Context: an optimization exercise on an open-source flow, tuned for small area, a short achievable clock period and few clock cycles. The choices shown serve that exercise and are no tape-out recipe.
In this exercise RTL edits were held to simulation tests only and were not proved equivalent to the original.
Power figures rest on the tool's default switching activity, not on a simulated workload.

==> flow/design.v (excerpt) <==
	module axifull_dev #
	(
		parameter integer C_S00_AXI_ID_WIDTH	= 8,
		parameter integer C_S00_AXI_DATA_WIDTH	= 128,
		parameter integer C_S00_AXI_ADDR_WIDTH	= 8,
		parameter integer C_S00_AXI_AWUSER_WIDTH	= 0,
		parameter integer C_S00_AXI_ARUSER_WIDTH	= 0,
		parameter integer C_S00_AXI_WUSER_WIDTH	= 0,
		parameter integer C_S00_AXI_RUSER_WIDTH	= 0,
		parameter integer C_S00_AXI_BUSER_WIDTH	= 0
	)
	(
		input wire  s00_axi_aclk,
		input wire  s00_axi_aresetn,
		input wire [C_S00_AXI_ID_WIDTH-1 : 0] s00_axi_awid,
		input wire [C_S00_AXI_ADDR_WIDTH-1 : 0] s00_axi_awaddr,
		input wire [7 : 0] s00_axi_awlen,
		input wire [2 : 0] s00_axi_awsize,
		input wire [1 : 0] s00_axi_awburst,
		input wire  s00_axi_awlock,
		input wire [3 : 0] s00_axi_awcache,
		input wire [2 : 0] s00_axi_awprot,
		input wire [3 : 0] s00_axi_awqos,
		input wire [3 : 0] s00_axi_awregion,
		input wire  s00_axi_awvalid,
		output wire  s00_axi_awready,
		input wire [C_S00_AXI_DATA_WIDTH-1 : 0] s00_axi_wdata,
		input wire [(C_S00_AXI_DATA_WIDTH/8)-1 : 0] s00_axi_wstrb,
		input wire  s00_axi_wlast,
		input wire  s00_axi_wvalid,
		output wire  s00_axi_wready,
		output wire [C_S00_AXI_ID_WIDTH-1 : 0] s00_axi_bid,
		output wire [1 : 0] s00_axi_bresp,
		output wire  s00_axi_bvalid,
		input wire  s00_axi_bready,
		input wire [C_S00_AXI_ID_WIDTH-1 : 0] s00_axi_arid,
		input wire [C_S00_AXI_ADDR_WIDTH-1 : 0] s00_axi_araddr,
		input wire [7 : 0] s00_axi_arlen,
		input wire [2 : 0] s00_axi_arsize,
		input wire [1 : 0] s00_axi_arburst,
		input wire  s00_axi_arlock,
		input wire [3 : 0] s00_axi_arcache,
		input wire [2 : 0] s00_axi_arprot,
		input wire [3 : 0] s00_axi_arqos,
		input wire [3 : 0] s00_axi_arregion,
		input wire  s00_axi_arvalid,
		output wire  s00_axi_arready,
		output wire [C_S00_AXI_ID_WIDTH-1 : 0] s00_axi_rid,
		output wire [C_S00_AXI_DATA_WIDTH-1 : 0] s00_axi_rdata,
		output wire [1 : 0] s00_axi_rresp,
		output wire  s00_axi_rlast,
		output wire  s00_axi_rvalid,
		input wire  s00_axi_rready
	);
export LEC_CHECK = 0
export CAP_MARGIN = 20
export CORE_MARGIN = 2
export CORE_UTILIZATION = 45
export CTS_CLUSTER_DIAMETER = 100
export CTS_CLUSTER_SIZE = 25
export PLACE_DENSITY = 0.6
export SETUP_SLACK_MARGIN = 2.7
export SLEW_MARGIN = 20
export TNS_END_PERCENT = 10
create_clock -name core_clock -period 5.0 [get_ports {s00_axi_aclk}]
standard.sh (not shown) runs the stock make flow with config.mk's settings and CLKGATE_MAP_FILE= SYNTH_SCRIPT=/design/flow/synth_recipe.tcl, a recipe that flattens the netlist after the stock synthesis.
==> flow/flow/run.sh <==
#!/bin/bash
# The standard layout, with plain buf_1 cells as the port buffers
# (buffer_ports otherwise picks clkdlybuf4s50_1, a larger delay cell).
set -euo pipefail
export BUFFER_PORTS_ARGS="-buffer_cell sky130_fd_sc_hd__buf_1"
bash standard.sh > standard.log 2>&1
The baseline ran to the end with no violations.
Testbench counts at the start, summed over its fixed seeds: cycles 26,205.
Rerun with:
--- a/flow/design.v
+++ b/flow/design.v
@@ -146,19 +146,19 @@
 	    dbuf_n = dbuf_n | ({DW{selt[k]}} & ring[((k*SR+1)%NW)*DW +: DW]);
 	end
 	always @(posedge S_AXI_ACLK)
 	  dbuf <= dbuf_n;
 	reg n_idle, n_wr, n_rd, n_pend, n_lastb, n_fixed, n_wdone;
 	reg [NB-1:0] n_mask;
 	reg [C_S_AXI_ID_WIDTH-1:0] n_id;
 	reg n_bvalid, n_rvalid, n_rlast;
 	reg [7:0] n_rleft;
-	reg [3:0] n_e;
+	reg [3:0] n_e, n_e0;
 	reg n_acc, n_wrdy, n_ra, n_rb, n_ldi, n_ldf;
 	reg [KW-1:0] n_wc;
 	reg [KR-1:0] n_ta, n_tb;
 	reg will_commit, al_r_n;
 	always @* begin
 	  n_idle = st_idle; n_wr = st_wr; n_rd = st_rd;
 	  n_pend = pend; n_lastb = lastb; n_fixed = fixed; n_wdone = wdone;
 	  n_mask = mask; n_id = id;
 	  n_bvalid = bvalid; n_rvalid = rvalid; n_rlast = rlast; n_rleft = rleft;
@@ -204,18 +204,19 @@
 	  for (k = 0; k < KW; k = k + 1)
 	    n_wc[k] = will_commit & (n_e == k*SW);
 	  al_r_n = (n_e % SR) == 0;
 	  n_ra = n_rd & al_r_n & ~n_rvalid;
 	  n_rb = n_rd & al_r_n & n_rvalid & ~n_rlast & ~n_fixed;
 	  for (k = 0; k < KR; k = k + 1) begin
 	    n_ta[k] = n_ra & (n_e == k*SR);
 	    n_tb[k] = n_rb & (n_e == k*SR);
 	  end
+	  n_e0 = n_e;
 	  if (aw_hs) begin
 	    n_idle = 1'b0; n_wr = 1'b1;
 	    n_id = S_AXI_AWID;
 	    n_fixed = (S_AXI_AWBURST == 2'b00);
 	    n_e = awa + m;
 	    n_mask = S_AXI_WSTRB;
 	    n_lastb = S_AXI_WLAST;
 	    n_pend = S_AXI_WVALID;
 	    n_wdone = S_AXI_WVALID & S_AXI_WLAST;
@@ -242,18 +243,20 @@
 	  if ((st_wr || aw_hs) && !(bvalid && S_AXI_BREADY) && n_wdone && (!n_pend || will_commit))
 	    n_bvalid = 1'b1;
 	  if (bvalid && S_AXI_BREADY) begin
 	    n_bvalid = 1'b0; n_wr = 1'b0; n_idle = 1'b1;
 	  end
 	  if (S_AXI_ARESETN == 1'b0) begin
 	    n_idle = 1'b1; n_wr = 1'b0; n_rd = 1'b0;
 	    n_bvalid = 1'b0; n_rvalid = 1'b0; n_wdone = 1'b0;
 	    n_lastb = 1'b1;
+	    n_e = n_e0;
+	    n_pend = pend & ~commit;
 	    will_commit = n_pend & ((n_e % SW) == 0);
 	    for (k = 0; k < KW; k = k + 1)
 	      n_wc[k] = will_commit & (n_e == k*SW);
 	    n_ra = 1'b0; n_rb = 1'b0;
 	    n_ta = {KR{1'b0}}; n_tb = {KR{1'b0}};
 	  end
 	  n_acc  = n_idle & ~n_pend;
 	  n_wrdy = n_wr & ~n_wdone & (n_fixed | ~n_pend | will_commit);
 	  n_ldi  = n_wr & ~n_fixed & n_wrdy;
=> Total power falls by 8.4%. Clock-buffer cell count rises by 1. Hold slack improved by 6.2 ps. Routed wire length rises by 15%. Clock skew falls by 3.9 ps. Final cell count rises by about 4.6%.
Testbench counts after the change, summed over its fixed seeds: cycles 26,205.

axifull_dev, a different RTL version from the one above (not shown whole).
Size in the first run: about 3800 cells after synthesis, about 2300 flip-flops, about 400 I/O pins, roughly 58000 µm² of cells after synthesis.
==> flow/design.v (excerpt) <==
	module axifull_dev #
	(
		parameter integer C_S00_AXI_ID_WIDTH	= 8,
		parameter integer C_S00_AXI_DATA_WIDTH	= 128,
		parameter integer C_S00_AXI_ADDR_WIDTH	= 8,
		parameter integer C_S00_AXI_AWUSER_WIDTH	= 0,
		parameter integer C_S00_AXI_ARUSER_WIDTH	= 0,
		parameter integer C_S00_AXI_WUSER_WIDTH	= 0,
		parameter integer C_S00_AXI_RUSER_WIDTH	= 0,
		parameter integer C_S00_AXI_BUSER_WIDTH	= 0
	)
	(
		input wire  s00_axi_aclk,
		input wire  s00_axi_aresetn,
		input wire [C_S00_AXI_ID_WIDTH-1 : 0] s00_axi_awid,
		input wire [C_S00_AXI_ADDR_WIDTH-1 : 0] s00_axi_awaddr,
		input wire [7 : 0] s00_axi_awlen,
		input wire [2 : 0] s00_axi_awsize,
		input wire [1 : 0] s00_axi_awburst,
		input wire  s00_axi_awlock,
		input wire [3 : 0] s00_axi_awcache,
		input wire [2 : 0] s00_axi_awprot,
		input wire [3 : 0] s00_axi_awqos,
		input wire [3 : 0] s00_axi_awregion,
		input wire  s00_axi_awvalid,
		output wire  s00_axi_awready,
		input wire [C_S00_AXI_DATA_WIDTH-1 : 0] s00_axi_wdata,
		input wire [(C_S00_AXI_DATA_WIDTH/8)-1 : 0] s00_axi_wstrb,
		input wire  s00_axi_wlast,
		input wire  s00_axi_wvalid,
		output wire  s00_axi_wready,
		output wire [C_S00_AXI_ID_WIDTH-1 : 0] s00_axi_bid,
		output wire [1 : 0] s00_axi_bresp,
		output wire  s00_axi_bvalid,
		input wire  s00_axi_bready,
		input wire [C_S00_AXI_ID_WIDTH-1 : 0] s00_axi_arid,
		input wire [C_S00_AXI_ADDR_WIDTH-1 : 0] s00_axi_araddr,
		input wire [7 : 0] s00_axi_arlen,
		input wire [2 : 0] s00_axi_arsize,
		input wire [1 : 0] s00_axi_arburst,
		input wire  s00_axi_arlock,
		input wire [3 : 0] s00_axi_arcache,
		input wire [2 : 0] s00_axi_arprot,
		input wire [3 : 0] s00_axi_arqos,
		input wire [3 : 0] s00_axi_arregion,
		input wire  s00_axi_arvalid,
		output wire  s00_axi_arready,
		output wire [C_S00_AXI_ID_WIDTH-1 : 0] s00_axi_rid,
		output wire [C_S00_AXI_DATA_WIDTH-1 : 0] s00_axi_rdata,
		output wire [1 : 0] s00_axi_rresp,
		output wire  s00_axi_rlast,
		output wire  s00_axi_rvalid,
		input wire  s00_axi_rready
	);
  ...
export LEC_CHECK = 0
export CAP_MARGIN = 20
export CORE_MARGIN = 2
export CORE_UTILIZATION = 45
export CTS_CLUSTER_DIAMETER = 100
export CTS_CLUSTER_SIZE = 25
export PLACE_DENSITY = 0.6
export SETUP_SLACK_MARGIN = 2.5
export SLEW_MARGIN = 20
create_clock -name core_clock -period 5.0 [get_ports {s00_axi_aclk}]
Scripts as last shown in full above: flow/flow/run.sh
Testbench counts at the start, summed over its fixed seeds: cycles 26,205.
Then changed:
--- a/flow/design.v
+++ b/flow/design.v
@@ -163,21 +163,21 @@
 	  for (k = 0; k < KR; k = k + 1)
 	    dbuf_n = dbuf_n | ({DW{selt[k]}} & ring[((k*SR+1)%NW)*DW +: DW]);
 	end
 	always @(posedge S_AXI_ACLK)
 	  dbuf <= dbuf_n;
 	reg n_idle, n_wr, n_rd, n_pend, n_lastb, n_fixed, n_wdone;
 	reg [NB-1:0] n_mask;
 	reg [C_S_AXI_ID_WIDTH-1:0] n_id;
 	reg n_bvalid, n_rvalid, n_rlast;
 	reg [7:0] n_rleft;
-	reg [3:0] n_e;
+	reg [3:0] n_e, n_e0;
 	reg n_acc, n_wrdy, n_ra, n_rb, n_ldi, n_ldf;
 	reg [KW-1:0] n_wc;
 	reg [KR-1:0] n_ta, n_tb;
 	reg will_commit, al_r_n;
 	always @* begin
 	  n_idle = st_idle; n_wr = st_wr; n_rd = st_rd;
 	  n_pend = pend; n_lastb = lastb; n_fixed = fixed; n_wdone = wdone;
 	  n_mask = mask; n_id = id;
 	  n_bvalid = bvalid; n_rvalid = rvalid; n_rlast = rlast; n_rleft = rleft;
 	  n_e = e - 4'd1;
@@ -221,20 +221,21 @@
 	  will_commit = n_pend & ((n_e % SW) == 0) & (~n_fixed | n_lastb);
 	  for (k = 0; k < KW; k = k + 1)
 	    n_wc[k] = will_commit & (n_e == k*SW);
 	  al_r_n = (n_e % SR) == 0;
 	  n_ra = n_rd & al_r_n & ~n_rvalid;
 	  n_rb = n_rd & al_r_n & n_rvalid & ~n_rlast & ~n_fixed;
 	  for (k = 0; k < KR; k = k + 1) begin
 	    n_ta[k] = n_ra & (n_e == k*SR);
 	    n_tb[k] = n_rb & (n_e == k*SR);
 	  end
+	  n_e0 = n_e;
 	  if (aw_hs) begin
 	    n_idle = 1'b0; n_wr = 1'b1;
 	    n_id = S_AXI_AWID;
 	    n_fixed = (S_AXI_AWBURST == 2'b00);
 	    n_e = awa + m;
 	    n_mask = S_AXI_WSTRB;
 	    n_lastb = S_AXI_WLAST;
 	    n_pend = S_AXI_WVALID;
 	    n_wdone = S_AXI_WVALID & S_AXI_WLAST;
 	    will_commit = S_AXI_WVALID & (n_fixed ? S_AXI_WLAST : 1'b1) & (|pn);
@@ -259,20 +260,22 @@
 	  end
 	  if ((st_wr || aw_hs) && !(bvalid && S_AXI_BREADY) && n_wdone && (!n_pend || will_commit))
 	    n_bvalid = 1'b1;
 	  if (bvalid && S_AXI_BREADY) begin
 	    n_bvalid = 1'b0; n_wr = 1'b0; n_idle = 1'b1;
 	  end
 	  if (S_AXI_ARESETN == 1'b0) begin
 	    n_idle = 1'b1; n_wr = 1'b0; n_rd = 1'b0;
 	    n_bvalid = 1'b0; n_rvalid = 1'b0; n_wdone = 1'b0;
 	    n_lastb = 1'b1;
+	    n_e = n_e0;
+	    n_pend = pend & ~commit;
 	    will_commit = n_pend & ((n_e % SW) == 0);
 	    for (k = 0; k < KW; k = k + 1)
 	      n_wc[k] = will_commit & (n_e == k*SW);
 	    n_ra = 1'b0; n_rb = 1'b0;
 	    n_ta = {KR{1'b0}}; n_tb = {KR{1'b0}};
 	  end
 	  n_acc  = n_idle & ~n_pend;
 	  n_wrdy = n_wr & ~n_wdone & (n_fixed | ~n_pend | will_commit);
 	  n_ldi  = n_wr & ~n_fixed & n_wrdy;
 	  n_ldf  = n_wr & n_fixed & n_wrdy;
Total power shrinks by 9.4%.
Design area grows by 1.2%.
Setup slack gets better by 200 ps.
Global-route usage grows by 0.32 points.
Synthesized area grows by 0.84%.
Wire length grows by 2.2%.
Synthesized cell count grows by 3.6%.
Non-clock buffer count grows by 19.
Hold slack gets better by 20 ps.
Testbench counts after the change, summed over its fixed seeds: cycles 26,205.

static timing again, ports no longer ideal:
Ports are ideal in the flow. The routed layouts listed here were re-timed in OpenROAD. Step 1: set_driving_cell puts a clkbuf_16 on s00_axi_aclk and a buf_2 on each other input, an assumption about the parent block. Step 2, shift: input delay + t, output delay - t, t = (earliest + latest rising clock arrival at the registers) / 2. This alone moves slack from input paths to output paths. a / b / c = no drivers / after step 1 / after step 2; a / b = the first two.
run	shift t [ns]	slack for setup (ns)	worst hold slack (ns)	slew at the worst register clock pin (ns)	cell pins on the clock port's net
the first run of note 1	0.802	2.582 / 2.550 / 1.811	0.309 / 0.309 / 0.309	0.10 / 0.10	1
the second run of note 1	0.798	2.530 / 2.482 / 1.854	0.316 / 0.316 / 0.316	0.10 / 0.10	1
the first run of note 2	0.797	2.291 / 2.336 / 1.538	0.301 / 0.301 / 0.301	0.11 / 0.11	1
the second run of note 2	0.800	2.490 / 2.488 / 1.719	0.321 / 0.321 / 0.321	0.10 / 0.10	1
After both steps setup and hold are still met in every run listed.
